From an optimization exercise on the open Yosys and OpenROAD flow, aimed at small area, a short achievable clock period and few clock cycles per item; shortcuts taken in it are not production practice.
RTL that was checked went through simulation tests only; none was proved equivalent to the original.
The RTL of runs 1 and 2 was laid out without a check of its function.

==> flow/design.v, too long to show whole: its modules and the start of the top module <==
// module melendez_mult: 734 lines
// module mm_fa: 6 lines
// module mm_fa1: 6 lines
// module mm_bsel: 5 lines
// module mm_ha: 6 lines
// module mm_add: 395 lines
// module mm_pg: 6 lines
// module mm_inv: 5 lines
// module mm_blackp: 6 lines
// module mm_grayp: 5 lines
// module mm_blackn: 6 lines
// module mm_grayn: 5 lines
module melendez_mult (rst, clk, multiplier, multiplicand, product, done);
  // ...
==> flow/flow/run.sh <==
#!/bin/bash
set -euo pipefail
export BUFFER_PORTS_ARGS="-buffer_cell sky130_fd_sc_hd__buf_2"
bash standard.sh > standard_flow.log 2>&1
==> flow/standard.sh <==
#!/bin/bash
# synth_recipe.tcl (not shown) runs the flow's synth.tcl, then flattens the netlist and writes it again
# the make line also repeats each setting of config.mk as NAME=value (left out here)
make -C /OpenROAD-flow-scripts/flow DESIGN_CONFIG=/design/flow/config.mk WORK_HOME=/design/flow/orfs CLKGATE_MAP_FILE= SYNTH_SCRIPT=/design/flow/synth_recipe.tcl "${@:-finish}"
==> flow/config.mk <==
export PLATFORM = sky130hd
export DESIGN_NAME = melendez_mult
export DESIGN_NICKNAME = melendez_mult
export VERILOG_FILES = /design/flow/design.v
export SDC_FILE = /design/flow/constraint.sdc
export NUM_CORES = 4
export LEC_CHECK = 0
export CAP_MARGIN = 20
export CORE_MARGIN = 2
export CORE_UTILIZATION = 40
export SETUP_SLACK_MARGIN = 1.25
export SLEW_MARGIN = 20
export SYNTH_HIERARCHICAL = 1
export SYNTH_MINIMUM_KEEP_SIZE = 0
==> flow/constraint.sdc <==
create_clock -name core_clock -period 5.0 [get_ports {clk}]
set_input_delay 1.0000 -clock core_clock [delete_from_list [all_inputs] [get_ports {clk}]]
set_output_delay 1.0000 -clock core_clock [all_outputs]
set_load 0.01 [all_outputs]
==> impl_metrics.toml, run 1 <==
[cts]
cts_max_level = 4
clk_latency_ns = 0.43
post_cts_resized = 74
root_buffer = "clkbuf_16"

[drt]
wl_per_cell_um = 22.6
drt_iter0_drc = 696
routed_via_density = 5.63

[logic_synthesis]
synthSimpleGateAreaFrac = 0.0563
syn-cell-area_um2 = 12800

[sta]
setup_viol = 0
slew_headroom = 0.408
rsz0062_at_grt = "true"
tightest_slew_ns = 0.887
skew_ns = 0.0144
hold_violations = 0
min_period_over_period = 0.744

[global_route]
grt_max_degree = 53
grt_overflow = 0
antenna_found_initial = 1
gr-usage-all-layers = 0.229

[outcome]
status = "complete, no violations"

[setup_path]
r2r_cells = 8
crit_fanout = 3
crit_path_cell_trace = "ha_4 > a21oi_4 > o21ai_2 > a21oi_4 > o21ai_2 > a21oi_4 > inv_1 > a21oi_2 > xnor2_2 > buf_2"

[placed_design]
gp_congestion = 0.880
dpl.hpwl_mm = 28.1
post-place-ws_ns = 0.561

[final_layout]
post-route-util = 0.509
final-clk-cell-share = 0.0370
nClkBuffers = 17
inverters = 33
seq_area_um2 = 3560
area_delta_synth_final_pct = 25.7
instances_no_fill = 1651
final_common_cell = "xnor2_1"

[hold_path]
min_path_cells = 2
min_path_type = "flip-flop to flip-flop"

[die]
start_util = 0.405
==> inputs of run 2 (changes only) <==
--- a/flow/design.v
+++ b/flow/design.v
@@ -1,70 +1,47 @@
 module melendez_mult (rst, clk, multiplier, multiplicand, product, done);
   input rst, clk;
   input [31:0] multiplier, multiplicand;
   output [63:0] product;
   output done;
   reg [1:0] cnt;                
   reg done_q;                   
   reg first_q;                  
-  reg zero_q;                   
+  reg [8:0] dig_q;              
   reg [32:0] s_q;           
   reg [32:0] c_q;           
   reg [7:0] pa_q, pb_q;         
   reg neg3_q;                   
   reg [23:0] lo_q;              
   assign done = done_q;
+  wire [8:0] dig = first_q ? {multiplier[8:1], 1'b0} : dig_q;
   reg [8:0] dig_next;
   always @(*)
     case (cnt)
       2'd0: dig_next = multiplier[16:8];
       2'd1: dig_next = multiplier[24:16];
       2'd2: dig_next = {1'b0, multiplier[31:24]};
       default: dig_next = 9'd0;
     endcase
   wire [3:0] one, two, neg, negn;
   wire [32:0] a_ext = {1'b0, multiplicand};
   wire [32:0] a_sh = {multiplicand, 1'b0};
-  wire [8:0] dig0 = {multiplier[8:1], 1'b0};
-  wire [3:0] one0, two0, neg0;
-  assign one0[0] = dig0[1] ^ dig0[0];
-  assign two0[0] = (dig0[2] & ~dig0[1] & ~dig0[0]) | (~dig0[2] & dig0[1] & dig0[0]);
-  assign neg0[0] = dig0[2];
-  assign one0[1] = dig0[3] ^ dig0[2];
-  assign two0[1] = (dig0[4] & ~dig0[3] & ~dig0[2]) | (~dig0[4] & dig0[3] & dig0[2]);
-  assign neg0[1] = dig0[4];
-  assign one0[2] = dig0[5] ^ dig0[4];
-  assign two0[2] = (dig0[6] & ~dig0[5] & ~dig0[4]) | (~dig0[6] & dig0[5] & dig0[4]);
-  assign neg0[2] = dig0[6];
-  assign one0[3] = dig0[7] ^ dig0[6];
-  assign two0[3] = (dig0[8] & ~dig0[7] & ~dig0[6]) | (~dig0[8] & dig0[7] & dig0[6]);
-  assign neg0[3] = dig0[8];
-  wire [3:0] one_n, two_n, neg_n;
-  assign one_n[0] = dig_next[1] ^ dig_next[0];
-  assign two_n[0] = (dig_next[2] & ~dig_next[1] & ~dig_next[0]) | (~dig_next[2] & dig_next[1] & dig_next[0]);
-  assign neg_n[0] = dig_next[2];
-  assign one_n[1] = dig_next[3] ^ dig_next[2];
-  assign two_n[1] = (dig_next[4] & ~dig_next[3] & ~dig_next[2]) | (~dig_next[4] & dig_next[3] & dig_next[2]);
-  assign neg_n[1] = dig_next[4];
-  assign one_n[2] = dig_next[5] ^ dig_next[4];
-  assign two_n[2] = (dig_next[6] & ~dig_next[5] & ~dig_next[4]) | (~dig_next[6] & dig_next[5] & dig_next[4]);
-  assign neg_n[2] = dig_next[6];
-  assign one_n[3] = dig_next[7] ^ dig_next[6];
-  assign two_n[3] = (dig_next[8] & ~dig_next[7] & ~dig_next[6]) | (~dig_next[8] & dig_next[7] & dig_next[6]);
-  assign neg_n[3] = dig_next[8];
-  reg [3:0] one_q, two_q, neg_q;
-  always @(posedge clk) begin
-    one_q <= one_n;
-    two_q <= two_n;
-    neg_q <= neg_n;
-  end
-  assign one = first_q ? one0 : one_q;
-  assign two = first_q ? two0 : two_q;
-  assign neg = first_q ? neg0 : neg_q;
+  assign one[0] = dig[1] ^ dig[0];
+  assign two[0] = (dig[2] & ~dig[1] & ~dig[0]) | (~dig[2] & dig[1] & dig[0]);
+  assign neg[0] = dig[2];
+  assign one[1] = dig[3] ^ dig[2];
+  assign two[1] = (dig[4] & ~dig[3] & ~dig[2]) | (~dig[4] & dig[3] & dig[2]);
+  assign neg[1] = dig[4];
+  assign one[2] = dig[5] ^ dig[4];
+  assign two[2] = (dig[6] & ~dig[5] & ~dig[4]) | (~dig[6] & dig[5] & dig[4]);
+  assign neg[2] = dig[6];
+  assign one[3] = dig[7] ^ dig[6];
+  assign two[3] = (dig[8] & ~dig[7] & ~dig[6]) | (~dig[8] & dig[7] & dig[6]);
+  assign neg[3] = dig[8];
   assign negn = ~neg;
   wire [32:0] pp0;
   mm_bsel u_bs0_0 (.one(one[0]), .two(two[0]), .neg(neg[0]), .a(a_ext[0]), .a1(a_sh[0]), .p(pp0[0]));
   mm_bsel u_bs0_1 (.one(one[0]), .two(two[0]), .neg(neg[0]), .a(a_ext[1]), .a1(a_sh[1]), .p(pp0[1]));
   mm_bsel u_bs0_2 (.one(one[0]), .two(two[0]), .neg(neg[0]), .a(a_ext[2]), .a1(a_sh[2]), .p(pp0[2]));
   mm_bsel u_bs0_3 (.one(one[0]), .two(two[0]), .neg(neg[0]), .a(a_ext[3]), .a1(a_sh[3]), .p(pp0[3]));
   mm_bsel u_bs0_4 (.one(one[0]), .two(two[0]), .neg(neg[0]), .a(a_ext[4]), .a1(a_sh[4]), .p(pp0[4]));
   mm_bsel u_bs0_5 (.one(one[0]), .two(two[0]), .neg(neg[0]), .a(a_ext[5]), .a1(a_sh[5]), .p(pp0[5]));
@@ -193,20 +170,20 @@
   mm_bsel u_bs3_26 (.one(one[3]), .two(two[3]), .neg(neg[3]), .a(a_ext[26]), .a1(a_sh[26]), .p(pp3[26]));
   mm_bsel u_bs3_27 (.one(one[3]), .two(two[3]), .neg(neg[3]), .a(a_ext[27]), .a1(a_sh[27]), .p(pp3[27]));
   mm_bsel u_bs3_28 (.one(one[3]), .two(two[3]), .neg(neg[3]), .a(a_ext[28]), .a1(a_sh[28]), .p(pp3[28]));
   mm_bsel u_bs3_29 (.one(one[3]), .two(two[3]), .neg(neg[3]), .a(a_ext[29]), .a1(a_sh[29]), .p(pp3[29]));
   mm_bsel u_bs3_30 (.one(one[3]), .two(two[3]), .neg(neg[3]), .a(a_ext[30]), .a1(a_sh[30]), .p(pp3[30]));
   mm_bsel u_bs3_31 (.one(one[3]), .two(two[3]), .neg(neg[3]), .a(a_ext[31]), .a1(a_sh[31]), .p(pp3[31]));
   mm_bsel u_bs3_32 (.one(one[3]), .two(two[3]), .neg(neg[3]), .a(a_ext[32]), .a1(a_sh[32]), .p(pp3[32]));
   wire [34:0] s_init = {1'b1, 2'b00, multiplicand & {32{multiplier[0]}}};
-  wire [34:0] s_in = zero_q ? s_init : {1'b0, 1'b1, s_q[32], s_q[31], s_q[30], s_q[29], s_q[28], s_q[27], s_q[26], s_q[25], s_q[24], s_q[23], s_q[22], s_q[21], s_q[20], s_q[19], s_q[18], s_q[17], s_q[16], s_q[15], s_q[14], s_q[13], s_q[12], s_q[11], s_q[10], s_q[9], s_q[8], s_q[7], s_q[6], s_q[5], s_q[4], s_q[3], s_q[2], s_q[1], s_q[0]};
-  wire [34:0] c_in = {1'b0, 1'b0, c_q[32], c_q[31], c_q[30], c_q[29], c_q[28], c_q[27], c_q[26], c_q[25], c_q[24], c_q[23], c_q[22], c_q[21], c_q[20], c_q[19], c_q[18], c_q[17], c_q[16], c_q[15], c_q[14], c_q[13], c_q[12], c_q[11], c_q[10], c_q[9], c_q[8], c_q[7], c_q[6], c_q[5], c_q[4], c_q[3], c_q[2], c_q[1], c_q[0]} & {35{~zero_q}};
+  wire [34:0] s_in = first_q ? s_init : {1'b0, 1'b1, s_q[32], s_q[31], s_q[30], s_q[29], s_q[28], s_q[27], s_q[26], s_q[25], s_q[24], s_q[23], s_q[22], s_q[21], s_q[20], s_q[19], s_q[18], s_q[17], s_q[16], s_q[15], s_q[14], s_q[13], s_q[12], s_q[11], s_q[10], s_q[9], s_q[8], s_q[7], s_q[6], s_q[5], s_q[4], s_q[3], s_q[2], s_q[1], s_q[0]};
+  wire [34:0] c_in = {1'b0, 1'b0, c_q[32], c_q[31], c_q[30], c_q[29], c_q[28], c_q[27], c_q[26], c_q[25], c_q[24], c_q[23], c_q[22], c_q[21], c_q[20], c_q[19], c_q[18], c_q[17], c_q[16], c_q[15], c_q[14], c_q[13], c_q[12], c_q[11], c_q[10], c_q[9], c_q[8], c_q[7], c_q[6], c_q[5], c_q[4], c_q[3], c_q[2], c_q[1], c_q[0]} & {35{~first_q}};
   wire [9:0] lo_sum = {2'b00, {pa_q[7], pa_q[6], pa_q[5], pa_q[4], pa_q[3], pa_q[2], pa_q[1], pa_q[0]}} + {2'b00, {pb_q[7], pb_q[6], pb_q[5], pb_q[4], pb_q[3], pb_q[2], pb_q[1], pb_q[0]}} + {2'b00, neg3_q, 7'd0};
-  wire [1:0] lcin = lo_sum[9:8] & {2{~zero_q}};
+  wire [1:0] lcin = lo_sum[9:8] & {2{~first_q}};
   wire hs1;
   wire hc2;
   wire hs3;
   wire hc4;
   wire hs5;
   wire hc6;
   wire fs7;
   wire fc8;
@@ -621,21 +598,21 @@
   mm_fa u_fs273 (.a(fc126), .b(fs197), .c(fc196), .s(fs273), .co(fc274));
   mm_fa u_fs275 (.a(fc128), .b(fs199), .c(fc198), .s(fs275), .co(fc276));
   mm_fa u_fs277 (.a(pp3[30]), .b(hs201), .c(fc200), .s(fs277), .co(fc278));
   mm_fa u_fs279 (.a(negn[2]), .b(pp3[31]), .c(pp2[32]), .s(fs279), .co(fc280));
   assign hs281 = ~pp3[32];
   wire [39:0] hi_a = {s_q[31], s_q[30], s_q[29], s_q[28], s_q[27], s_q[26], s_q[25], s_q[24], s_q[23], s_q[22], s_q[21], s_q[20], s_q[19], s_q[18], s_q[17], s_q[16], s_q[15], s_q[14], s_q[13], s_q[12], s_q[11], s_q[10], s_q[9], s_q[8], s_q[7], s_q[6], s_q[5], s_q[4], s_q[3], s_q[2], s_q[1], s_q[0], {pa_q[7], pa_q[6], pa_q[5], pa_q[4], pa_q[3], pa_q[2], pa_q[1], pa_q[0]}};
   wire [39:0] hi_b = {c_q[31], c_q[30], c_q[29], c_q[28], c_q[27], c_q[26], c_q[25], c_q[24], c_q[23], c_q[22], c_q[21], c_q[20], c_q[19], c_q[18], c_q[17], c_q[16], c_q[15], c_q[14], c_q[13], c_q[12], c_q[11], c_q[10], c_q[9], c_q[8], c_q[7], c_q[6], c_q[5], c_q[4], c_q[3], c_q[2], c_q[1], c_q[0], {pb_q[7], pb_q[6], pb_q[5], pb_q[4], pb_q[3], pb_q[2], pb_q[1], pb_q[0]}};
   wire [39:0] hi_s;
-  mm_add u_add (.a(hi_a), .b(hi_b), .ci(1'b0), .s(hi_s));
+  mm_add u_add (.a(hi_a), .b(hi_b), .s(hi_s));
   assign product = {hi_s, lo_q};
   always @(posedge clk) begin
     first_q <= rst;
-    zero_q <= rst | done_q;
+    dig_q <= dig_next;
     if (rst) begin
       cnt <= 2'd0;
       done_q <= 1'b0;
     end else if (!done_q) begin
       cnt <= cnt + 2'd1;
       done_q <= (cnt == 2'd3);
     end
   end
@@ -750,19 +727,18 @@
   assign p = ((one & a) | (two & a1)) ^ neg;
 endmodule
 module mm_ha (a, b, s, co);
   input a, b;
   output s, co;
   assign s = a ^ b;
   assign co = a & b;
 endmodule
-module mm_add (a, b, ci, s);
+module mm_add (a, b, s);
   input [39:0] a, b;
-  input ci;
   output [39:0] s;
   wire [39:0] p0, g0;
   mm_pg u_pg0 (.a(a[0]), .b(b[0]), .g(g0[0]), .p(p0[0]));
   mm_pg u_pg1 (.a(a[1]), .b(b[1]), .g(g0[1]), .p(p0[1]));
   mm_pg u_pg2 (.a(a[2]), .b(b[2]), .g(g0[2]), .p(p0[2]));
   mm_pg u_pg3 (.a(a[3]), .b(b[3]), .g(g0[3]), .p(p0[3]));
   mm_pg u_pg4 (.a(a[4]), .b(b[4]), .g(g0[4]), .p(p0[4]));
   mm_pg u_pg5 (.a(a[5]), .b(b[5]), .g(g0[5]), .p(p0[5]));
@@ -796,364 +772,347 @@
   mm_pg u_pg33 (.a(a[33]), .b(b[33]), .g(g0[33]), .p(p0[33]));
   mm_pg u_pg34 (.a(a[34]), .b(b[34]), .g(g0[34]), .p(p0[34]));
   mm_pg u_pg35 (.a(a[35]), .b(b[35]), .g(g0[35]), .p(p0[35]));
   mm_pg u_pg36 (.a(a[36]), .b(b[36]), .g(g0[36]), .p(p0[36]));
   mm_pg u_pg37 (.a(a[37]), .b(b[37]), .g(g0[37]), .p(p0[37]));
   mm_pg u_pg38 (.a(a[38]), .b(b[38]), .g(g0[38]), .p(p0[38]));
   mm_pg u_pg39 (.a(a[39]), .b(b[39]), .g(g0[39]), .p(p0[39]));
   wire gx1;
-  mm_grayp u_g1 (.gh(g0[0]), .ph(p0[0]), .gl(ci), .g(gx1));
+  mm_grayp u_g1 (.gh(g0[1]), .ph(p0[1]), .gl(g0[0]), .g(gx1));
   wire gx2;
   wire px2;
-  mm_blackp u_b2 (.gh(g0[2]), .ph(p0[2]), .gl(g0[1]), .pl(p0[1]), .g(gx2), .p(px2));
+  mm_blackp u_b2 (.gh(g0[3]), .ph(p0[3]), .gl(g0[2]), .pl(p0[2]), .g(gx2), .p(px2));
   wire gx3;
   wire px3;
-  mm_blackp u_b3 (.gh(g0[4]), .ph(p0[4]), .gl(g0[3]), .pl(p0[3]), .g(gx3), .p(px3));
+  mm_blackp u_b3 (.gh(g0[5]), .ph(p0[5]), .gl(g0[4]), .pl(p0[4]), .g(gx3), .p(px3));
   wire gx4;
   wire px4;
-  mm_blackp u_b4 (.gh(g0[6]), .ph(p0[6]), .gl(g0[5]), .pl(p0[5]), .g(gx4), .p(px4));
+  mm_blackp u_b4 (.gh(g0[7]), .ph(p0[7]), .gl(g0[6]), .pl(p0[6]), .g(gx4), .p(px4));
   wire gx5;
   wire px5;
-  mm_blackp u_b5 (.gh(g0[8]), .ph(p0[8]), .gl(g0[7]), .pl(p0[7]), .g(gx5), .p(px5));
+  mm_blackp u_b5 (.gh(g0[9]), .ph(p0[9]), .gl(g0[8]), .pl(p0[8]), .g(gx5), .p(px5));
   wire gx6;
   wire px6;
-  mm_blackp u_b6 (.gh(g0[10]), .ph(p0[10]), .gl(g0[9]), .pl(p0[9]), .g(gx6), .p(px6));
+  mm_blackp u_b6 (.gh(g0[11]), .ph(p0[11]), .gl(g0[10]), .pl(p0[10]), .g(gx6), .p(px6));
   wire gx7;
   wire px7;
-  mm_blackp u_b7 (.gh(g0[12]), .ph(p0[12]), .gl(g0[11]), .pl(p0[11]), .g(gx7), .p(px7));
+  mm_blackp u_b7 (.gh(g0[13]), .ph(p0[13]), .gl(g0[12]), .pl(p0[12]), .g(gx7), .p(px7));
   wire gx8;
   wire px8;
-  mm_blackp u_b8 (.gh(g0[14]), .ph(p0[14]), .gl(g0[13]), .pl(p0[13]), .g(gx8), .p(px8));
+  mm_blackp u_b8 (.gh(g0[15]), .ph(p0[15]), .gl(g0[14]), .pl(p0[14]), .g(gx8), .p(px8));
   wire gx9;
   wire px9;
-  mm_blackp u_b9 (.gh(g0[16]), .ph(p0[16]), .gl(g0[15]), .pl(p0[15]), .g(gx9), .p(px9));
+  mm_blackp u_b9 (.gh(g0[17]), .ph(p0[17]), .gl(g0[16]), .pl(p0[16]), .g(gx9), .p(px9));
   wire gx10;
   wire px10;
-  mm_blackp u_b10 (.gh(g0[18]), .ph(p0[18]), .gl(g0[17]), .pl(p0[17]), .g(gx10), .p(px10));
+  mm_blackp u_b10 (.gh(g0[19]), .ph(p0[19]), .gl(g0[18]), .pl(p0[18]), .g(gx10), .p(px10));
   wire gx11;
   wire px11;
-  mm_blackp u_b11 (.gh(g0[20]), .ph(p0[20]), .gl(g0[19]), .pl(p0[19]), .g(gx11), .p(px11));
+  mm_blackp u_b11 (.gh(g0[21]), .ph(p0[21]), .gl(g0[20]), .pl(p0[20]), .g(gx11), .p(px11));
   wire gx12;
   wire px12;
-  mm_blackp u_b12 (.gh(g0[22]), .ph(p0[22]), .gl(g0[21]), .pl(p0[21]), .g(gx12), .p(px12));
+  mm_blackp u_b12 (.gh(g0[23]), .ph(p0[23]), .gl(g0[22]), .pl(p0[22]), .g(gx12), .p(px12));
   wire gx13;
   wire px13;
-  mm_blackp u_b13 (.gh(g0[24]), .ph(p0[24]), .gl(g0[23]), .pl(p0[23]), .g(gx13), .p(px13));
+  mm_blackp u_b13 (.gh(g0[25]), .ph(p0[25]), .gl(g0[24]), .pl(p0[24]), .g(gx13), .p(px13));
   wire gx14;
   wire px14;
-  mm_blackp u_b14 (.gh(g0[26]), .ph(p0[26]), .gl(g0[25]), .pl(p0[25]), .g(gx14), .p(px14));
+  mm_blackp u_b14 (.gh(g0[27]), .ph(p0[27]), .gl(g0[26]), .pl(p0[26]), .g(gx14), .p(px14));
   wire gx15;
   wire px15;
-  mm_blackp u_b15 (.gh(g0[28]), .ph(p0[28]), .gl(g0[27]), .pl(p0[27]), .g(gx15), .p(px15));
+  mm_blackp u_b15 (.gh(g0[29]), .ph(p0[29]), .gl(g0[28]), .pl(p0[28]), .g(gx15), .p(px15));
   wire gx16;
   wire px16;
-  mm_blackp u_b16 (.gh(g0[30]), .ph(p0[30]), .gl(g0[29]), .pl(p0[29]), .g(gx16), .p(px16));
+  mm_blackp u_b16 (.gh(g0[31]), .ph(p0[31]), .gl(g0[30]), .pl(p0[30]), .g(gx16), .p(px16));
   wire gx17;
   wire px17;
-  mm_blackp u_b17 (.gh(g0[32]), .ph(p0[32]), .gl(g0[31]), .pl(p0[31]), .g(gx17), .p(px17));
+  mm_blackp u_b17 (.gh(g0[33]), .ph(p0[33]), .gl(g0[32]), .pl(p0[32]), .g(gx17), .p(px17));
   wire gx18;
   wire px18;
-  mm_blackp u_b18 (.gh(g0[34]), .ph(p0[34]), .gl(g0[33]), .pl(p0[33]), .g(gx18), .p(px18));
+  mm_blackp u_b18 (.gh(g0[35]), .ph(p0[35]), .gl(g0[34]), .pl(p0[34]), .g(gx18), .p(px18));
   wire gx19;
   wire px19;
-  mm_blackp u_b19 (.gh(g0[36]), .ph(p0[36]), .gl(g0[35]), .pl(p0[35]), .g(gx19), .p(px19));
+  mm_blackp u_b19 (.gh(g0[37]), .ph(p0[37]), .gl(g0[36]), .pl(p0[36]), .g(gx19), .p(px19));
   wire gx20;
-  wire px20;
-  mm_blackp u_b20 (.gh(g0[38]), .ph(p0[38]), .gl(g0[37]), .pl(p0[37]), .g(gx20), .p(px20));
+  mm_grayn u_g20 (.gh(gx2), .ph(px2), .gl(gx1), .g(gx20));
   wire gx21;
-  mm_grayn u_g21 (.gh(gx2), .ph(px2), .gl(gx1), .g(gx21));
+  wire px21;
+  mm_blackn u_b21 (.gh(gx3), .ph(px3), .gl(gx2), .pl(px2), .g(gx21), .p(px21));
   wire gx22;
   wire px22;
-  mm_blackn u_b22 (.gh(gx3), .ph(px3), .gl(gx2), .pl(px2), .g(gx22), .p(px22));
+  mm_blackn u_b22 (.gh(gx4), .ph(px4), .gl(gx3), .pl(px3), .g(gx22), .p(px22));
   wire gx23;
   wire px23;
-  mm_blackn u_b23 (.gh(gx4), .ph(px4), .gl(gx3), .pl(px3), .g(gx23), .p(px23));
+  mm_blackn u_b23 (.gh(gx5), .ph(px5), .gl(gx4), .pl(px4), .g(gx23), .p(px23));
   wire gx24;
   wire px24;
-  mm_blackn u_b24 (.gh(gx5), .ph(px5), .gl(gx4), .pl(px4), .g(gx24), .p(px24));
+  mm_blackn u_b24 (.gh(gx6), .ph(px6), .gl(gx5), .pl(px5), .g(gx24), .p(px24));
   wire gx25;
   wire px25;
-  mm_blackn u_b25 (.gh(gx6), .ph(px6), .gl(gx5), .pl(px5), .g(gx25), .p(px25));
+  mm_blackn u_b25 (.gh(gx7), .ph(px7), .gl(gx6), .pl(px6), .g(gx25), .p(px25));
   wire gx26;
   wire px26;
-  mm_blackn u_b26 (.gh(gx7), .ph(px7), .gl(gx6), .pl(px6), .g(gx26), .p(px26));
+  mm_blackn u_b26 (.gh(gx8), .ph(px8), .gl(gx7), .pl(px7), .g(gx26), .p(px26));
   wire gx27;
   wire px27;
-  mm_blackn u_b27 (.gh(gx8), .ph(px8), .gl(gx7), .pl(px7), .g(gx27), .p(px27));
+  mm_blackn u_b27 (.gh(gx9), .ph(px9), .gl(gx8), .pl(px8), .g(gx27), .p(px27));
   wire gx28;
   wire px28;
-  mm_blackn u_b28 (.gh(gx9), .ph(px9), .gl(gx8), .pl(px8), .g(gx28), .p(px28));
+  mm_blackn u_b28 (.gh(gx10), .ph(px10), .gl(gx9), .pl(px9), .g(gx28), .p(px28));
   wire gx29;
   wire px29;
-  mm_blackn u_b29 (.gh(gx10), .ph(px10), .gl(gx9), .pl(px9), .g(gx29), .p(px29));
+  mm_blackn u_b29 (.gh(gx11), .ph(px11), .gl(gx10), .pl(px10), .g(gx29), .p(px29));
   wire gx30;
   wire px30;
-  mm_blackn u_b30 (.gh(gx11), .ph(px11), .gl(gx10), .pl(px10), .g(gx30), .p(px30));
+  mm_blackn u_b30 (.gh(gx12), .ph(px12), .gl(gx11), .pl(px11), .g(gx30), .p(px30));
   wire gx31;
   wire px31;
-  mm_blackn u_b31 (.gh(gx12), .ph(px12), .gl(gx11), .pl(px11), .g(gx31), .p(px31));
+  mm_blackn u_b31 (.gh(gx13), .ph(px13), .gl(gx12), .pl(px12), .g(gx31), .p(px31));
   wire gx32;
   wire px32;
-  mm_blackn u_b32 (.gh(gx13), .ph(px13), .gl(gx12), .pl(px12), .g(gx32), .p(px32));
+  mm_blackn u_b32 (.gh(gx14), .ph(px14), .gl(gx13), .pl(px13), .g(gx32), .p(px32));
   wire gx33;
   wire px33;
-  mm_blackn u_b33 (.gh(gx14), .ph(px14), .gl(gx13), .pl(px13), .g(gx33), .p(px33));
+  mm_blackn u_b33 (.gh(gx15), .ph(px15), .gl(gx14), .pl(px14), .g(gx33), .p(px33));
   wire gx34;
   wire px34;
-  mm_blackn u_b34 (.gh(gx15), .ph(px15), .gl(gx14), .pl(px14), .g(gx34), .p(px34));
+  mm_blackn u_b34 (.gh(gx16), .ph(px16), .gl(gx15), .pl(px15), .g(gx34), .p(px34));
   wire gx35;
   wire px35;
-  mm_blackn u_b35 (.gh(gx16), .ph(px16), .gl(gx15), .pl(px15), .g(gx35), .p(px35));
+  mm_blackn u_b35 (.gh(gx17), .ph(px17), .gl(gx16), .pl(px16), .g(gx35), .p(px35));
   wire gx36;
   wire px36;
-  mm_blackn u_b36 (.gh(gx17), .ph(px17), .gl(gx16), .pl(px16), .g(gx36), .p(px36));
+  mm_blackn u_b36 (.gh(gx18), .ph(px18), .gl(gx17), .pl(px17), .g(gx36), .p(px36));
   wire gx37;
   wire px37;
-  mm_blackn u_b37 (.gh(gx18), .ph(px18), .gl(gx17), .pl(px17), .g(gx37), .p(px37));
-  wire gx38;
-  wire px38;
-  mm_blackn u_b38 (.gh(gx19), .ph(px19), .gl(gx18), .pl(px18), .g(gx38), .p(px38));
+  mm_blackn u_b37 (.gh(gx19), .ph(px19), .gl(gx18), .pl(px18), .g(gx37), .p(px37));
+  wire iv38;
+  mm_inv u_i38 (.a(gx1), .y(iv38));
   wire gx39;
-  wire px39;
-  mm_blackn u_b39 (.gh(gx20), .ph(px20), .gl(gx19), .pl(px19), .g(gx39), .p(px39));
-  wire iv40;
-  mm_inv u_i40 (.a(gx1), .y(iv40));
+  mm_grayp u_g39 (.gh(gx21), .ph(px21), .gl(iv38), .g(gx39));
+  wire gx40;
+  mm_grayp u_g40 (.gh(gx22), .ph(px22), .gl(gx20), .g(gx40));
   wire gx41;
-  mm_grayp u_g41 (.gh(gx22), .ph(px22), .gl(iv40), .g(gx41));
+  wire px41;
+  mm_blackp u_b41 (.gh(gx23), .ph(px23), .gl(gx21), .pl(px21), .g(gx41), .p(px41));
   wire gx42;
-  mm_grayp u_g42 (.gh(gx23), .ph(px23), .gl(gx21), .g(gx42));
+  wire px42;
+  mm_blackp u_b42 (.gh(gx24), .ph(px24), .gl(gx22), .pl(px22), .g(gx42), .p(px42));
   wire gx43;
   wire px43;
-  mm_blackp u_b43 (.gh(gx24), .ph(px24), .gl(gx22), .pl(px22), .g(gx43), .p(px43));
+  mm_blackp u_b43 (.gh(gx25), .ph(px25), .gl(gx23), .pl(px23), .g(gx43), .p(px43));
   wire gx44;
   wire px44;
-  mm_blackp u_b44 (.gh(gx25), .ph(px25), .gl(gx23), .pl(px23), .g(gx44), .p(px44));
+  mm_blackp u_b44 (.gh(gx26), .ph(px26), .gl(gx24), .pl(px24), .g(gx44), .p(px44));
   wire gx45;
   wire px45;
-  mm_blackp u_b45 (.gh(gx26), .ph(px26), .gl(gx24), .pl(px24), .g(gx45), .p(px45));
+  mm_blackp u_b45 (.gh(gx27), .ph(px27), .gl(gx25), .pl(px25), .g(gx45), .p(px45));
   wire gx46;
   wire px46;
-  mm_blackp u_b46 (.gh(gx27), .ph(px27), .gl(gx25), .pl(px25), .g(gx46), .p(px46));
+  mm_blackp u_b46 (.gh(gx28), .ph(px28), .gl(gx26), .pl(px26), .g(gx46), .p(px46));
   wire gx47;
   wire px47;
-  mm_blackp u_b47 (.gh(gx28), .ph(px28), .gl(gx26), .pl(px26), .g(gx47), .p(px47));
+  mm_blackp u_b47 (.gh(gx29), .ph(px29), .gl(gx27), .pl(px27), .g(gx47), .p(px47));
   wire gx48;
   wire px48;
-  mm_blackp u_b48 (.gh(gx29), .ph(px29), .gl(gx27), .pl(px27), .g(gx48), .p(px48));
+  mm_blackp u_b48 (.gh(gx30), .ph(px30), .gl(gx28), .pl(px28), .g(gx48), .p(px48));
   wire gx49;
   wire px49;
-  mm_blackp u_b49 (.gh(gx30), .ph(px30), .gl(gx28), .pl(px28), .g(gx49), .p(px49));
+  mm_blackp u_b49 (.gh(gx31), .ph(px31), .gl(gx29), .pl(px29), .g(gx49), .p(px49));
   wire gx50;
   wire px50;
-  mm_blackp u_b50 (.gh(gx31), .ph(px31), .gl(gx29), .pl(px29), .g(gx50), .p(px50));
+  mm_blackp u_b50 (.gh(gx32), .ph(px32), .gl(gx30), .pl(px30), .g(gx50), .p(px50));
   wire gx51;
   wire px51;
-  mm_blackp u_b51 (.gh(gx32), .ph(px32), .gl(gx30), .pl(px30), .g(gx51), .p(px51));
+  mm_blackp u_b51 (.gh(gx33), .ph(px33), .gl(gx31), .pl(px31), .g(gx51), .p(px51));
   wire gx52;
   wire px52;
-  mm_blackp u_b52 (.gh(gx33), .ph(px33), .gl(gx31), .pl(px31), .g(gx52), .p(px52));
+  mm_blackp u_b52 (.gh(gx34), .ph(px34), .gl(gx32), .pl(px32), .g(gx52), .p(px52));
   wire gx53;
   wire px53;
-  mm_blackp u_b53 (.gh(gx34), .ph(px34), .gl(gx32), .pl(px32), .g(gx53), .p(px53));
+  mm_blackp u_b53 (.gh(gx35), .ph(px35), .gl(gx33), .pl(px33), .g(gx53), .p(px53));
   wire gx54;
   wire px54;
-  mm_blackp u_b54 (.gh(gx35), .ph(px35), .gl(gx33), .pl(px33), .g(gx54), .p(px54));
+  mm_blackp u_b54 (.gh(gx36), .ph(px36), .gl(gx34), .pl(px34), .g(gx54), .p(px54));
   wire gx55;
   wire px55;
-  mm_blackp u_b55 (.gh(gx36), .ph(px36), .gl(gx34), .pl(px34), .g(gx55), .p(px55));
+  mm_blackp u_b55 (.gh(gx37), .ph(px37), .gl(gx35), .pl(px35), .g(gx55), .p(px55));
   wire gx56;
-  wire px56;
-  mm_blackp u_b56 (.gh(gx37), .ph(px37), .gl(gx35), .pl(px35), .g(gx56), .p(px56));
-  wire gx57;
-  wire px57;
-  mm_blackp u_b57 (.gh(gx38), .ph(px38), .gl(gx36), .pl(px36), .g(gx57), .p(px57));
+  mm_grayn u_g56 (.gh(gx41), .ph(px41), .gl(gx1), .g(gx56));
+  wire iv57;
+  mm_inv u_i57 (.a(gx20), .y(iv57));
   wire gx58;
-  wire px58;
-  mm_blackp u_b58 (.gh(gx39), .ph(px39), .gl(gx37), .pl(px37), .g(gx58), .p(px58));
+  mm_grayn u_g58 (.gh(gx42), .ph(px42), .gl(iv57), .g(gx58));
   wire gx59;
-  mm_grayn u_g59 (.gh(gx43), .ph(px43), .gl(gx1), .g(gx59));
-  wire iv60;
-  mm_inv u_i60 (.a(gx21), .y(iv60));
+  mm_grayn u_g59 (.gh(gx43), .ph(px43), .gl(gx39), .g(gx59));
+  wire gx60;
+  mm_grayn u_g60 (.gh(gx44), .ph(px44), .gl(gx40), .g(gx60));
   wire gx61;
-  mm_grayn u_g61 (.gh(gx44), .ph(px44), .gl(iv60), .g(gx61));
+  wire px61;
+  mm_blackn u_b61 (.gh(gx45), .ph(px45), .gl(gx41), .pl(px41), .g(gx61), .p(px61));
   wire gx62;
-  mm_grayn u_g62 (.gh(gx45), .ph(px45), .gl(gx41), .g(gx62));
+  wire px62;
+  mm_blackn u_b62 (.gh(gx46), .ph(px46), .gl(gx42), .pl(px42), .g(gx62), .p(px62));
   wire gx63;
-  mm_grayn u_g63 (.gh(gx46), .ph(px46), .gl(gx42), .g(gx63));
+  wire px63;
+  mm_blackn u_b63 (.gh(gx47), .ph(px47), .gl(gx43), .pl(px43), .g(gx63), .p(px63));
   wire gx64;
   wire px64;
-  mm_blackn u_b64 (.gh(gx47), .ph(px47), .gl(gx43), .pl(px43), .g(gx64), .p(px64));
+  mm_blackn u_b64 (.gh(gx48), .ph(px48), .gl(gx44), .pl(px44), .g(gx64), .p(px64));
   wire gx65;
   wire px65;
-  mm_blackn u_b65 (.gh(gx48), .ph(px48), .gl(gx44), .pl(px44), .g(gx65), .p(px65));
+  mm_blackn u_b65 (.gh(gx49), .ph(px49), .gl(gx45), .pl(px45), .g(gx65), .p(px65));
   wire gx66;
   wire px66;
-  mm_blackn u_b66 (.gh(gx49), .ph(px49), .gl(gx45), .pl(px45), .g(gx66), .p(px66));
+  mm_blackn u_b66 (.gh(gx50), .ph(px50), .gl(gx46), .pl(px46), .g(gx66), .p(px66));
   wire gx67;
   wire px67;
-  mm_blackn u_b67 (.gh(gx50), .ph(px50), .gl(gx46), .pl(px46), .g(gx67), .p(px67));
+  mm_blackn u_b67 (.gh(gx51), .ph(px51), .gl(gx47), .pl(px47), .g(gx67), .p(px67));
   wire gx68;
   wire px68;
-  mm_blackn u_b68 (.gh(gx51), .ph(px51), .gl(gx47), .pl(px47), .g(gx68), .p(px68));
+  mm_blackn u_b68 (.gh(gx52), .ph(px52), .gl(gx48), .pl(px48), .g(gx68), .p(px68));
   wire gx69;
   wire px69;
-  mm_blackn u_b69 (.gh(gx52), .ph(px52), .gl(gx48), .pl(px48), .g(gx69), .p(px69));
+  mm_blackn u_b69 (.gh(gx53), .ph(px53), .gl(gx49), .pl(px49), .g(gx69), .p(px69));
   wire gx70;
   wire px70;
-  mm_blackn u_b70 (.gh(gx53), .ph(px53), .gl(gx49), .pl(px49), .g(gx70), .p(px70));
+  mm_blackn u_b70 (.gh(gx54), .ph(px54), .gl(gx50), .pl(px50), .g(gx70), .p(px70));
   wire gx71;
   wire px71;
-  mm_blackn u_b71 (.gh(gx54), .ph(px54), .gl(gx50), .pl(px50), .g(gx71), .p(px71));
+  mm_blackn u_b71 (.gh(gx55), .ph(px55), .gl(gx51), .pl(px51), .g(gx71), .p(px71));
   wire gx72;
-  wire px72;
-  mm_blackn u_b72 (.gh(gx55), .ph(px55), .gl(gx51), .pl(px51), .g(gx72), .p(px72));
+  mm_grayp u_g72 (.gh(gx61), .ph(px61), .gl(iv38), .g(gx72));
   wire gx73;
-  wire px73;
-  mm_blackn u_b73 (.gh(gx56), .ph(px56), .gl(gx52), .pl(px52), .g(gx73), .p(px73));
-  wire gx74;
-  wire px74;
-  mm_blackn u_b74 (.gh(gx57), .ph(px57), .gl(gx53), .pl(px53), .g(gx74), .p(px74));
+  mm_grayp u_g73 (.gh(gx62), .ph(px62), .gl(gx20), .g(gx73));
+  wire iv74;
+  mm_inv u_i74 (.a(gx39), .y(iv74));
   wire gx75;
-  wire px75;
-  mm_blackn u_b75 (.gh(gx58), .ph(px58), .gl(gx54), .pl(px54), .g(gx75), .p(px75));
-  wire gx76;
-  mm_grayp u_g76 (.gh(gx64), .ph(px64), .gl(iv40), .g(gx76));
+  mm_grayp u_g75 (.gh(gx63), .ph(px63), .gl(iv74), .g(gx75));
+  wire iv76;
+  mm_inv u_i76 (.a(gx40), .y(iv76));
   wire gx77;
-  mm_grayp u_g77 (.gh(gx65), .ph(px65), .gl(gx21), .g(gx77));
-  wire iv78;
-  mm_inv u_i78 (.a(gx41), .y(iv78));
+  mm_grayp u_g77 (.gh(gx64), .ph(px64), .gl(iv76), .g(gx77));
+  wire gx78;
+  mm_grayp u_g78 (.gh(gx65), .ph(px65), .gl(gx56), .g(gx78));
   wire gx79;
-  mm_grayp u_g79 (.gh(gx66), .ph(px66), .gl(iv78), .g(gx79));
-  wire iv80;
-  mm_inv u_i80 (.a(gx42), .y(iv80));
+  mm_grayp u_g79 (.gh(gx66), .ph(px66), .gl(gx58), .g(gx79));
+  wire gx80;
+  mm_grayp u_g80 (.gh(gx67), .ph(px67), .gl(gx59), .g(gx80));
   wire gx81;
-  mm_grayp u_g81 (.gh(gx67), .ph(px67), .gl(iv80), .g(gx81));
+  mm_grayp u_g81 (.gh(gx68), .ph(px68), .gl(gx60), .g(gx81));
   wire gx82;
-  mm_grayp u_g82 (.gh(gx68), .ph(px68), .gl(gx59), .g(gx82));
+  wire px82;
+  mm_blackp u_b82 (.gh(gx69), .ph(px69), .gl(gx61), .pl(px61), .g(gx82), .p(px82));
   wire gx83;
-  mm_grayp u_g83 (.gh(gx69), .ph(px69), .gl(gx61), .g(gx83));
+  wire px83;
+  mm_blackp u_b83 (.gh(gx70), .ph(px70), .gl(gx62), .pl(px62), .g(gx83), .p(px83));
   wire gx84;
-  mm_grayp u_g84 (.gh(gx70), .ph(px70), .gl(gx62), .g(gx84));
+  wire px84;
+  mm_blackp u_b84 (.gh(gx71), .ph(px71), .gl(gx63), .pl(px63), .g(gx84), .p(px84));
   wire gx85;
-  mm_grayp u_g85 (.gh(gx71), .ph(px71), .gl(gx63), .g(gx85));
+  mm_grayn u_g85 (.gh(gx82), .ph(px82), .gl(gx1), .g(gx85));
   wire gx86;
-  wire px86;
-  mm_blackp u_b86 (.gh(gx72), .ph(px72), .gl(gx64), .pl(px64), .g(gx86), .p(px86));
+  mm_grayn u_g86 (.gh(gx83), .ph(px83), .gl(iv57), .g(gx86));
   wire gx87;
-  wire px87;
-  mm_blackp u_b87 (.gh(gx73), .ph(px73), .gl(gx65), .pl(px65), .g(gx87), .p(px87));
+  mm_grayn u_g87 (.gh(gx84), .ph(px84), .gl(gx39), .g(gx87));
   wire gx88;
-  wire px88;
-  mm_blackp u_b88 (.gh(gx74), .ph(px74), .gl(gx66), .pl(px66), .g(gx88), .p(px88));
+  mm_grayp u_g88 (.gh(g0[2]), .ph(p0[2]), .gl(iv38), .g(gx88));
   wire gx89;
-  wire px89;
-  mm_blackp u_b89 (.gh(gx75), .ph(px75), .gl(gx67), .pl(px67), .g(gx89), .p(px89));
+  mm_grayp u_g89 (.gh(g0[4]), .ph(p0[4]), .gl(gx20), .g(gx89));
   wire gx90;
-  mm_grayn u_g90 (.gh(gx86), .ph(px86), .gl(gx1), .g(gx90));
+  mm_grayp u_g90 (.gh(g0[6]), .ph(p0[6]), .gl(iv74), .g(gx90));
   wire gx91;
-  mm_grayn u_g91 (.gh(gx87), .ph(px87), .gl(iv60), .g(gx91));
+  mm_grayp u_g91 (.gh(g0[8]), .ph(p0[8]), .gl(iv76), .g(gx91));
   wire gx92;
-  mm_grayn u_g92 (.gh(gx88), .ph(px88), .gl(gx41), .g(gx92));
+  mm_grayp u_g92 (.gh(g0[10]), .ph(p0[10]), .gl(gx56), .g(gx92));
   wire gx93;
-  mm_grayn u_g93 (.gh(gx89), .ph(px89), .gl(gx42), .g(gx93));
+  mm_grayp u_g93 (.gh(g0[12]), .ph(p0[12]), .gl(gx58), .g(gx93));
   wire gx94;
-  mm_grayp u_g94 (.gh(g0[1]), .ph(p0[1]), .gl(iv40), .g(gx94));
+  mm_grayp u_g94 (.gh(g0[14]), .ph(p0[14]), .gl(gx59), .g(gx94));
   wire gx95;
-  mm_grayp u_g95 (.gh(g0[3]), .ph(p0[3]), .gl(gx21), .g(gx95));
-  wire gx96;
-  mm_grayp u_g96 (.gh(g0[5]), .ph(p0[5]), .gl(iv78), .g(gx96));
+  mm_grayp u_g95 (.gh(g0[16]), .ph(p0[16]), .gl(gx60), .g(gx95));
+  wire iv96;
+  mm_inv u_i96 (.a(gx72), .y(iv96));
   wire gx97;
-  mm_grayp u_g97 (.gh(g0[7]), .ph(p0[7]), .gl(iv80), .g(gx97));
-  wire gx98;
-  mm_grayp u_g98 (.gh(g0[9]), .ph(p0[9]), .gl(gx59), .g(gx98));
+  mm_grayp u_g97 (.gh(g0[18]), .ph(p0[18]), .gl(iv96), .g(gx97));
+  wire iv98;
+  mm_inv u_i98 (.a(gx73), .y(iv98));
   wire gx99;
-  mm_grayp u_g99 (.gh(g0[11]), .ph(p0[11]), .gl(gx61), .g(gx99));
-  wire gx100;
-  mm_grayp u_g100 (.gh(g0[13]), .ph(p0[13]), .gl(gx62), .g(gx100));
+  mm_grayp u_g99 (.gh(g0[20]), .ph(p0[20]), .gl(iv98), .g(gx99));
+  wire iv100;
+  mm_inv u_i100 (.a(gx75), .y(iv100));
   wire gx101;
-  mm_grayp u_g101 (.gh(g0[15]), .ph(p0[15]), .gl(gx63), .g(gx101));
+  mm_grayp u_g101 (.gh(g0[22]), .ph(p0[22]), .gl(iv100), .g(gx101));
   wire iv102;
-  mm_inv u_i102 (.a(gx76), .y(iv102));
+  mm_inv u_i102 (.a(gx77), .y(iv102));
   wire gx103;
-  mm_grayp u_g103 (.gh(g0[17]), .ph(p0[17]), .gl(iv102), .g(gx103));
+  mm_grayp u_g103 (.gh(g0[24]), .ph(p0[24]), .gl(iv102), .g(gx103));
   wire iv104;
-  mm_inv u_i104 (.a(gx77), .y(iv104));
+  mm_inv u_i104 (.a(gx78), .y(iv104));
   wire gx105;
-  mm_grayp u_g105 (.gh(g0[19]), .ph(p0[19]), .gl(iv104), .g(gx105));
+  mm_grayp u_g105 (.gh(g0[26]), .ph(p0[26]), .gl(iv104), .g(gx105));
   wire iv106;
   mm_inv u_i106 (.a(gx79), .y(iv106));
   wire gx107;
-  mm_grayp u_g107 (.gh(g0[21]), .ph(p0[21]), .gl(iv106), .g(gx107));
+  mm_grayp u_g107 (.gh(g0[28]), .ph(p0[28]), .gl(iv106), .g(gx107));
   wire iv108;
-  mm_inv u_i108 (.a(gx81), .y(iv108));
+  mm_inv u_i108 (.a(gx80), .y(iv108));
   wire gx109;
-  mm_grayp u_g109 (.gh(g0[23]), .ph(p0[23]), .gl(iv108), .g(gx109));
+  mm_grayp u_g109 (.gh(g0[30]), .ph(p0[30]), .gl(iv108), .g(gx109));
   wire iv110;
-  mm_inv u_i110 (.a(gx82), .y(iv110));
+  mm_inv u_i110 (.a(gx81), .y(iv110));
   wire gx111;
-  mm_grayp u_g111 (.gh(g0[25]), .ph(p0[25]), .gl(iv110), .g(gx111));
-  wire iv112;
-  mm_inv u_i112 (.a(gx83), .y(iv112));
+  mm_grayp u_g111 (.gh(g0[32]), .ph(p0[32]), .gl(iv110), .g(gx111));
+  wire gx112;
+  mm_grayp u_g112 (.gh(g0[34]), .ph(p0[34]), .gl(gx85), .g(gx112));
   wire gx113;
-  mm_grayp u_g113 (.gh(g0[27]), .ph(p0[27]), .gl(iv112), .g(gx113));
-  wire iv114;
-  mm_inv u_i114 (.a(gx84), .y(iv114));
-  wire gx115;
-  mm_grayp u_g115 (.gh(g0[29]), .ph(p0[29]), .gl(iv114), .g(gx115));
-  wire iv116;
-  mm_inv u_i116 (.a(gx85), .y(iv116));
-  wire gx117;
-  mm_grayp u_g117 (.gh(g0[31]), .ph(p0[31]), .gl(iv116), .g(gx117));
-  wire gx118;
-  mm_grayp u_g118 (.gh(g0[33]), .ph(p0[33]), .gl(gx90), .g(gx118));
-  wire gx119;
-  mm_grayp u_g119 (.gh(g0[35]), .ph(p0[35]), .gl(gx91), .g(gx119));
-  wire gx120;
-  mm_grayp u_g120 (.gh(g0[37]), .ph(p0[37]), .gl(gx92), .g(gx120));
-  assign s[0] = p0[0] ^ ci;
-  assign s[1] = ~(p0[1] ^ gx1);
-  assign s[2] = ~(p0[2] ^ gx94);
-  assign s[3] = p0[3] ^ gx21;
-  assign s[4] = ~(p0[4] ^ gx95);
-  assign s[5] = ~(p0[5] ^ gx41);
-  assign s[6] = ~(p0[6] ^ gx96);
-  assign s[7] = ~(p0[7] ^ gx42);
-  assign s[8] = ~(p0[8] ^ gx97);
-  assign s[9] = p0[9] ^ gx59;
-  assign s[10] = ~(p0[10] ^ gx98);
-  assign s[11] = p0[11] ^ gx61;
-  assign s[12] = ~(p0[12] ^ gx99);
-  assign s[13] = p0[13] ^ gx62;
-  assign s[14] = ~(p0[14] ^ gx100);
-  assign s[15] = p0[15] ^ gx63;
-  assign s[16] = ~(p0[16] ^ gx101);
-  assign s[17] = ~(p0[17] ^ gx76);
-  assign s[18] = ~(p0[18] ^ gx103);
-  assign s[19] = ~(p0[19] ^ gx77);
-  assign s[20] = ~(p0[20] ^ gx105);
-  assign s[21] = ~(p0[21] ^ gx79);
-  assign s[22] = ~(p0[22] ^ gx107);
-  assign s[23] = ~(p0[23] ^ gx81);
-  assign s[24] = ~(p0[24] ^ gx109);
-  assign s[25] = ~(p0[25] ^ gx82);
-  assign s[26] = ~(p0[26] ^ gx111);
-  assign s[27] = ~(p0[27] ^ gx83);
-  assign s[28] = ~(p0[28] ^ gx113);
-  assign s[29] = ~(p0[29] ^ gx84);
-  assign s[30] = ~(p0[30] ^ gx115);
-  assign s[31] = ~(p0[31] ^ gx85);
-  assign s[32] = ~(p0[32] ^ gx117);
-  assign s[33] = p0[33] ^ gx90;
-  assign s[34] = ~(p0[34] ^ gx118);
-  assign s[35] = p0[35] ^ gx91;
-  assign s[36] = ~(p0[36] ^ gx119);
-  assign s[37] = p0[37] ^ gx92;
-  assign s[38] = ~(p0[38] ^ gx120);
-  assign s[39] = p0[39] ^ gx93;
+  mm_grayp u_g113 (.gh(g0[36]), .ph(p0[36]), .gl(gx86), .g(gx113));
+  wire gx114;
+  mm_grayp u_g114 (.gh(g0[38]), .ph(p0[38]), .gl(gx87), .g(gx114));
+  assign s[0] = p0[0];
+  assign s[1] = p0[1] ^ g0[0];
+  assign s[2] = ~(p0[2] ^ gx1);
+  assign s[3] = ~(p0[3] ^ gx88);
+  assign s[4] = p0[4] ^ gx20;
+  assign s[5] = ~(p0[5] ^ gx89);
+  assign s[6] = ~(p0[6] ^ gx39);
+  assign s[7] = ~(p0[7] ^ gx90);
+  assign s[8] = ~(p0[8] ^ gx40);
+  assign s[9] = ~(p0[9] ^ gx91);
+  assign s[10] = p0[10] ^ gx56;
+  assign s[11] = ~(p0[11] ^ gx92);
+  assign s[12] = p0[12] ^ gx58;
+  assign s[13] = ~(p0[13] ^ gx93);
+  assign s[14] = p0[14] ^ gx59;
+  assign s[15] = ~(p0[15] ^ gx94);
+  assign s[16] = p0[16] ^ gx60;
+  assign s[17] = ~(p0[17] ^ gx95);
+  assign s[18] = ~(p0[18] ^ gx72);
+  assign s[19] = ~(p0[19] ^ gx97);
+  assign s[20] = ~(p0[20] ^ gx73);
+  assign s[21] = ~(p0[21] ^ gx99);
+  assign s[22] = ~(p0[22] ^ gx75);
+  assign s[23] = ~(p0[23] ^ gx101);
+  assign s[24] = ~(p0[24] ^ gx77);
+  assign s[25] = ~(p0[25] ^ gx103);
+  assign s[26] = ~(p0[26] ^ gx78);
+  assign s[27] = ~(p0[27] ^ gx105);
+  assign s[28] = ~(p0[28] ^ gx79);
+  assign s[29] = ~(p0[29] ^ gx107);
+  assign s[30] = ~(p0[30] ^ gx80);
+  assign s[31] = ~(p0[31] ^ gx109);
+  assign s[32] = ~(p0[32] ^ gx81);
+  assign s[33] = ~(p0[33] ^ gx111);
+  assign s[34] = p0[34] ^ gx85;
+  assign s[35] = ~(p0[35] ^ gx112);
+  assign s[36] = p0[36] ^ gx86;
+  assign s[37] = ~(p0[37] ^ gx113);
+  assign s[38] = p0[38] ^ gx87;
+  assign s[39] = ~(p0[39] ^ gx114);
 endmodule
 module mm_pg (a, b, g, p);
   input a, b;
   output g, p;
   assign g = a & b;
   assign p = a ^ b;
 endmodule
 module mm_inv (a, y);
==> flow/config.mk (replaced) <==
export PLATFORM = sky130hd
export DESIGN_NAME = melendez_mult
export DESIGN_NICKNAME = melendez_mult
export VERILOG_FILES = /design/flow/design.v
export SDC_FILE = /design/flow/constraint.sdc
export NUM_CORES = 4
export LEC_CHECK = 0
export CAP_MARGIN = 20
export CORE_MARGIN = 2
export CORE_UTILIZATION = 40
export PLACE_DENSITY = 0.8
export SETUP_SLACK_MARGIN = 1.0
export SLEW_MARGIN = 20
export SYNTH_HIERARCHICAL = 1
export SYNTH_MINIMUM_KEEP_SIZE = 0
==> run 2 against run 1 <==
Compared with the run above:
- cell count down 4.7%
- synthesized cell count down 3.8%
- clock-buffer cell count unchanged
- sequential cell count down 4
- worst setup slack worse by 0.27 ns
- wire length down 7.1%
- non-clock buffer count down 31
- first-iteration DRC count up 16%
- largest cell class unchanged
==> impl_metrics.toml, run 2 <==
[final_layout]
instances_no_fill = 1573
fin_area_um2 = 14900
final_common_cell = "xnor2_1"
layout-drive-gt1-share = 0.404
layout_common_cells = "xnor2_1 (162), a22oi_2 (132), buf_2 (130)"
area_delta_synth_final_pct = 19.5
nets = 1428
reg.largest.list = "c_q: 33 flops, s_q: 33 flops, lo_q: 24 flops"
post-route-util = 0.486

[die]
die_w_um = 181
core_area_um2 = 30700
start_util = 0.407
io_pins = 131
fp.dieH_um = 181
std_cell_rows = 64
die_area_um2 = 32600

[sta]
skew_ns = 0.00845
rsz0062_at_grt = "true"
whs_ns = 0.563
hold_violations = 0
slew_violations = 0
slew_headroom = 0.268
fmax_ghz = 0.251
min_period_over_period = 0.798
setup_viol = 0
tns_ns = 0
tightest_slew_ns = 1.09
fin_crit_ns = 3.99

[drt]
drt_iter0_drc = 806
wl_per_cell_um = 22.1
ant_nets = 0
wl_mm = 34.7
num_vias = 9032
first_pass_iters = 9
drc_errors = 0
routed_via_density = 5.74

[global_route]
grt_max_degree = 69
grt_overflow = 0
grt_pass1_wl_mm = 54.4
antenna_found_initial = 1
grt_pass1_vias = 9780
gr-usage-all-layers = 0.214

[cts]
cts_buffer_depth = 2
cts.sinks = 120
root_buffer = "clkbuf_16"
numCtsBuffers = 17
clk_latency_ns = 0.43
cts_max_level = 4
postCtsHoldBufs = 0
cts_tree = "yes"
clk_pin_slew_ns = 0.06

[logic_synthesis]
syn-cell-area_um2 = 12500
yosysMostFrequentCell = "xnor2_1"
synth.top_cells.by_count = "xnor2_1 (169), fa_1 (133), a22oi_2 (132)"
synth-xor-area-share = 0.126
yosys.area.top_type_share = 0.257
synth_cell_types = 42
synth_compound_area_frac = 0.243
ys_seq_area_frac = 0.278
ys_warn_count = 7
syn_area_per_cell_um2 = 12.6
synthCells = 989
synthTopCellsByArea = "edfxtp_1 (26%), fa_1 (21%), a22oi_2 (13%)"
synth.area.mux_share = 0.00702
yosys_register_bits = 120
synth_top_area_cell = "edfxtp_1"
synth_edf_count = 107
synthSimpleGateAreaFrac = 0.0497
synth_top_family_by_area = "adder cells"
synthAdderAreaFrac = 0.280
async_reset_ff_frac = 0
synth_ff_type = "edfxtp_1"

[placed_design]
dpl-instance-area_um2 = 14000
port_buffers = 130
dpl.hpwl_mm = 25.6
dpl.cell_count = 1530
gp_congestion = 0.911

[setup_path]
cpPeakStageDelay_ns = 0.41
worstSetupStartpointType = "flip-flop"
r2r_slack_ns = 1.09
crit_path_cell_trace = "ha_1 > nand2_1 > nor2_2 > nand2_1 > nor2_1 > nand2_1 > o21ai_4 > a21oi_2 > xnor2_2 > buf_2"
slowest_stage = "edfxtp_1"
crit_fanout = 3
crit_path_frequent_cell = "nand2_1"
path_class = "flip-flop to output pin"
crit_required_ns = 4.00
cp_data_arrival_time_ns = 2.99
crit_path_end_kind = "output pin"

[job]
maxCapViolations = 0

[hold_path]
min_path_type = "flip-flop to flip-flop"

[outcome]
status = "complete, no violations"
[run 2: critical path: cells and delay by family (launching register included)]
kind	cells	cell delay [ns]
compound gates	2	0.36
xor+xnor	1	0.25
fa+ha+maj	1	0.37
buf+inv	1	0.18
flops	1	0.41
simple gates	5	0.99
[run 2: cell type report]
class                           instances  area (um^2)
Inverter                               32          134
Timing Repair Buffer                  164         1010
Sequential cell                       120         3480
Fill cell                            2642        15800
Clock buffer                           17          425
Clock inverter                         15          158
Multi-Input combinational cell        828         9210
Antenna cell                            1         2.50
Tap cell                              396          495
[run 2: cells by family after synthesis]
kind of cell	count (synthesis)
fa+ha+maj	199
compound gates	299
xor+xnor	179
other cells	1
buf+inv	50
mux	8
flops	120
simple gates	133
[run 2: modules after synthesis (local to each module, per instance), excerpt]
module | area (um^2) | cells
melendez_mult | 4940 | 324
mm_add | 349 | 40
mm_fa1 | 27.5 | 5
mm_fa | 20.0 | 1
mm_blackp | 12.5 | 2
mm_blackn | 12.5 | 2
mm_ha | 12.5 | 1
mm_grayp | 8.76 | 1
[run 2: final timing paths]
kind / end / cells after the start / startpoint
min reg2reg: cnt[1]$_SDFFE_PP0N_ / 2 / cnt[1]$_SDFFE_PP0N_
max: product[59] / 10 / c_q[19]$_DFFE_PN_
max reg2reg: s_q[18]$_DFFE_PN_ / 8 / dig_q[0]$_DFF_P_
min: cnt[1]$_SDFFE_PP0N_ / 2 / cnt[1]$_SDFFE_PP0N_
[run 2: layer usage]
layer | vias to the layer above | track usage | wire length, um | share of wire
met5 | - | 0 | 0 | 0
met4 | 0 | 0.0832 | 1150 | 0.033
met3 | 81 | 0.0430 | 1970 | 0.057
met2 | 316 | 0.363 | 17400 | 0.50
met1 | 4669 | 0.269 | 14200 | 0.41
li1 | 3966 | - | - | -
[run 2: stage by stage]
step,setup slack (ns)
after global placement,0.470
after detailed placement,0.410
after global routing,0.954
after CTS,0.990
after floorplan,-0.0479
final,1.01
[run 2: timing repair]
item / in CTS / in global routing
pin swaps: 3 / 6
resized for setup: 19 / 34
hold endpoints to repair: 0 / 0
buffers inserted: 3 / 6
setup endpoints to repair: 73 / 63
cloned: 0 / 1
==> module mm_pg, before the edit <==
module mm_pg (a, b, g, p);
  input a, b;
  output g, p;
  assign g = a & b;
  assign p = a ^ b;
endmodule
==> inputs of run 3 (changes only) <==
--- a/flow/design.v
+++ b/flow/design.v
@@ -1113,6 +1113,16 @@
   input a, b;
   output g, p;
-  assign g = a & b;
-  assign p = a ^ b;
+  mm_and2 u_g (.a(a), .b(b), .y(g));
+  mm_xor2 u_p (.a(a), .b(b), .y(p));
+endmodule
+module mm_and2 (a, b, y);
+  input a, b;
+  output y;
+  assign y = a & b;
+endmodule
+module mm_xor2 (a, b, y);
+  input a, b;
+  output y;
+  assign y = a ^ b;
 endmodule
 module mm_inv (a, y);
==> flow/flow/run.sh (replaced) <==
#!/bin/bash
set -euo pipefail
export BUFFER_PORTS_ARGS="-buffer_cell sky130_fd_sc_hd__buf_2"
bash standard.sh synth > flow_synth.log 2>&1
odb=orfs/results/sky130hd/melendez_mult/base/1_synth.odb
openroad -no_init -exit flow/downsize.tcl > flow_downsize.log 2>&1
bash standard.sh > flow_layout.log 2>&1
==> flow/flow/downsize.tcl (new file) <==
# Set every logic gate of the synthesized netlist to the smallest drive strength of
# its family (flip-flops, adders, buffers, inverters and tie cells are left alone).
set odb orfs/results/sky130hd/melendez_mult/base/1_synth.odb
read_db $odb
set db [ord::get_db]
set block [ord::get_db_block]
set n 0
set before 0.0
set after 0.0
foreach inst [$block getInsts] {
  set m [$inst getMaster]
  set name [$m getName]
  if {![regexp {^(sky130_fd_sc_hd__([a-z0-9]+))_([0-9]+)$} $name -> base fam drive]} { continue }
  if {[regexp {^(buf|inv|clkbuf|clkinv|clkinvlp|dfxtp|edfxtp|dfxbp|dfrtp|dfstp|fa|ha|conb|dlygate|clkdlybuf|dlymetal|bufbuf|lpflow|tap|fill|decap|mux2i|mux2)} $fam]} { continue }
  set best ""
  foreach d {1 0} {
    set cand [$db findMaster ${base}_$d]
    if {$cand != "NULL"} { set best $cand; break }
  }
  if {$best == "" || [$best getName] == $name} { continue }
  set before [expr {$before + [$m getWidth] * [$m getHeight] / 1e6}]
  set after [expr {$after + [$best getWidth] * [$best getHeight] / 1e6}]
  if {[$inst swapMaster $best]} { incr n }
}
puts "downsized $n instances: area $before -> $after um2"
write_db $odb
--- a/flow/config.mk
+++ b/flow/config.mk
@@ -8,6 +8,6 @@
 export CAP_MARGIN = 20
 export CORE_MARGIN = 2
-export CORE_UTILIZATION = 40
-export PLACE_DENSITY = 0.8
+export CORE_UTILIZATION = 50
+export CTS_BUF_LIST = sky130_fd_sc_hd__clkbuf_4 sky130_fd_sc_hd__clkbuf_8
 export SETUP_SLACK_MARGIN = 1.0
 export SLEW_MARGIN = 20
==> run 3 against run 2 <==
Compared with the run above:
- first-iteration DRC count increased by 6.2%
- register-to-register slack about the same
- largest cell class unchanged
- clock-buffer cell count increased by 1
- global-route usage increased by 7.5 points
- die area decreased by 25%
- synthesized area decreased by 7.5%
- critical path depth increased by 3
- design area decreased by 8.8%
==> impl_metrics.toml, run 3 <==
[outcome]
status = "complete, no violations"

[setup_path]
cp_data_arrival_time_ns = 4.18
cpPeakStageDelay_ns = 0.58
worstSetupStartpointType = "input pin"
crit_path_frequent_cell = "fa_1"
crit_required_ns = 5.22
slowest_stage = "fa_1"
crit_path_end_kind = "flip-flop"
crit_path_cell_trace = "buf_2 > nand2_4 > a21boi_4 > clkinvlp_4 > buf_8 > xnor2_4 > buf_12 > clkbuf_16 > a22oi_1 > xnor2_1 > fa_1 > fa_1 > fa_1"
worst-path-buf-inv = 5
path_class = "input pin to flip-flop"
cp_top_family = "adder cells"
crit_fanout = 19

[logic_synthesis]
syn_area_per_cell_um2 = 11.2
synthCells = 1028
syn-cell-area_um2 = 11500
ys_warn_count = 7

[die]
io_pins = 131
die_area_um2 = 24300
start_util = 0.510
fp.dieH_um = 156
core_area_um2 = 22600
std_cell_rows = 55
die_w_um = 156

[final_layout]
final_common_cell = "xnor2_1"
layout-drive-gt1-share = 0.207
layout_common_cells = "xnor2_1 (166), fa_1 (131), a22oi_1 (130), buf_2 (130), edfxtp_1 (107)"
area_delta_synth_final_pct = 17.7
fin_area_um2 = 13600
instances_no_fill = 1505
nets = 1432
reg.largest.list = "c_q: 33 flops, s_q: 33 flops, lo_q: 24 flops"
antenna_cells = 0

[cts]
root_buffer = "clkbuf_8"
cts_tree = "yes"
numCtsBuffers = 17
cts.sinks = 120
cts_buffer_depth = 2
clk_latency_ns = 0.47
postCtsHoldBufs = 0
cts_max_level = 4
clk_pin_slew_ns = 0.09

[sta]
rsz0062_at_grt = "true"
slew_violations = 0
hold_violations = 0
skew_ns = 0.0171
setup_viol = 0
fin_crit_ns = 3.96
tightest_slew_ns = 0.813
fmax_ghz = 0.252
tns_ns = 0
slew_headroom = 0.457
min_period_over_period = 0.793

[global_route]
gr-usage-all-layers = 0.290
grt_overflow = 0
grt_pass1_vias = 9210
grt_pass1_wl_mm = 52.8
grt_max_degree = 48
antenna_found_initial = 0

[drt]
drc_errors = 0
drt_iter0_drc = 856
num_vias = 9064
first_pass_iters = 8
ant_nets = 0
routed_via_density = 6.02
wl_mm = 34.7
wl_per_cell_um = 23.1

[placed_design]
port_buffers = 130
gp_congestion = 0.866
dpl.cell_count = 1456
dpl.hpwl_mm = 24.0
dpl-instance-area_um2 = 12800

[job]
maxCapViolations = 0

[hold_path]
min_path_type = "flip-flop to flip-flop"
-- run 3: area by class of cell --
class	count	area, um^2
Sequential cell	120	3480
Tap cell	285	357
Inverter	32	129
Clock inverter	14	161
Timing Repair Buffer	168	1030
Clock buffer	18	241
Multi-Input combinational cell	868	8190
Fill cell	1894	9050
-- run 3: final timing paths --
kind / endpoint / slack, ns / start / depth (start not counted)
max reg2reg: s_q[2]$_DFFE_PN_ / 1.09 / first_q$_DFF_P_ / 13
min reg2reg: cnt[1]$_SDFFE_PP0N_ / 0.56 / cnt[1]$_SDFFE_PP0N_ / 2
max: s_q[2]$_DFFE_PN_ / 1.04 / multiplier[2] / 13
min: cnt[1]$_SDFFE_PP0N_ / 0.56 / cnt[1]$_SDFFE_PP0N_ / 2
-- run 3: per-stage QoR --
| stage | utilization | setup WS [ns] | hold slack (ns) |
|---|---|---|---|
| after global routing | 0.600 | 0.903 | 0.597 |
| after detailed placement | 0.564 | 0.304 | 0.557 |
| final | 0.600 | 1.04 | 0.564 |
| after CTS | 0.588 | 1.00 | 0.571 |
| after floorplan | - | 0.155 | 0.518 |
| after global placement | 0.564 | 0.350 | 0.549 |
-- run 3: routing by layer --
layer  GRT usage  routed length (um)  vias to the layer above
met3      0.0483                2680                       49
li1            -                   -                     4048
met4      0.0747                 580                        0
met2       0.473               16700                      406
met1       0.405               14800                     4561
met5           0                   0                        -
-- run 3: timing repair --
| action | in CTS | in global routing |
|---|---|---|
| buffers inserted | 4 | 10 |
| gates cloned | 1 | 2 |
| setup endpoints to repair | 75 | 64 |
| gates resized for setup | 17 | 29 |
| pin swaps | 2 | 5 |
-- run 3: tightest hold or removal path: stages, from the launching register on --
cell,delay (ns)
dfxtp_1,0.34
mux2i_1,0.14
nor2_1,0.05
Testbench counts of run 3, summed over its fixed seeds: cycles 2,296, products 384.

-- afterwards: timing with drivers on the ports --
No port has a modelled driver above. Below, the same layouts with a new extraction and two added sets of constraints.
Step 1 (the two cells are an assumption about what drives the block):
set clk [get_ports {clk}]
set_driving_cell -lib_cell sky130_fd_sc_hd__clkbuf_16 $clk
set_driving_cell -lib_cell sky130_fd_sc_hd__buf_2 [delete_from_list [all_inputs] $clk]
Step 2 times the ports against the registers' clock, not the clock port: input delays grow and output delays shrink by t, the midpoint of the rising clock arrivals with the driver on.
a / b / c = ideal / step 1 / step 2; a / b = the first two.
| run | shift t [ns] | setup slack, ns | worst hold slack (ns) | worst register clock-pin slew, ns |
|---|---|---|---|---|
| run 1 | 0.469 | 1.278 / 1.232 / 0.901 | 0.587 / 0.587 / 0.587 | 0.07 / 0.07 |
| run 2 | 0.475 | 1.010 / 0.961 / 0.688 | 0.563 / 0.563 / 0.563 | 0.07 / 0.07 |
| run 3 | 0.506 | 1.036 / 0.995 / 0.547 | 0.564 / 0.564 / 0.564 | 0.09 / 0.09 |
After both steps every run listed still meets setup and hold. The setup slack of run 3, which loses most, moves by -0.041 ns with the drivers and by -0.489 ns with both steps.
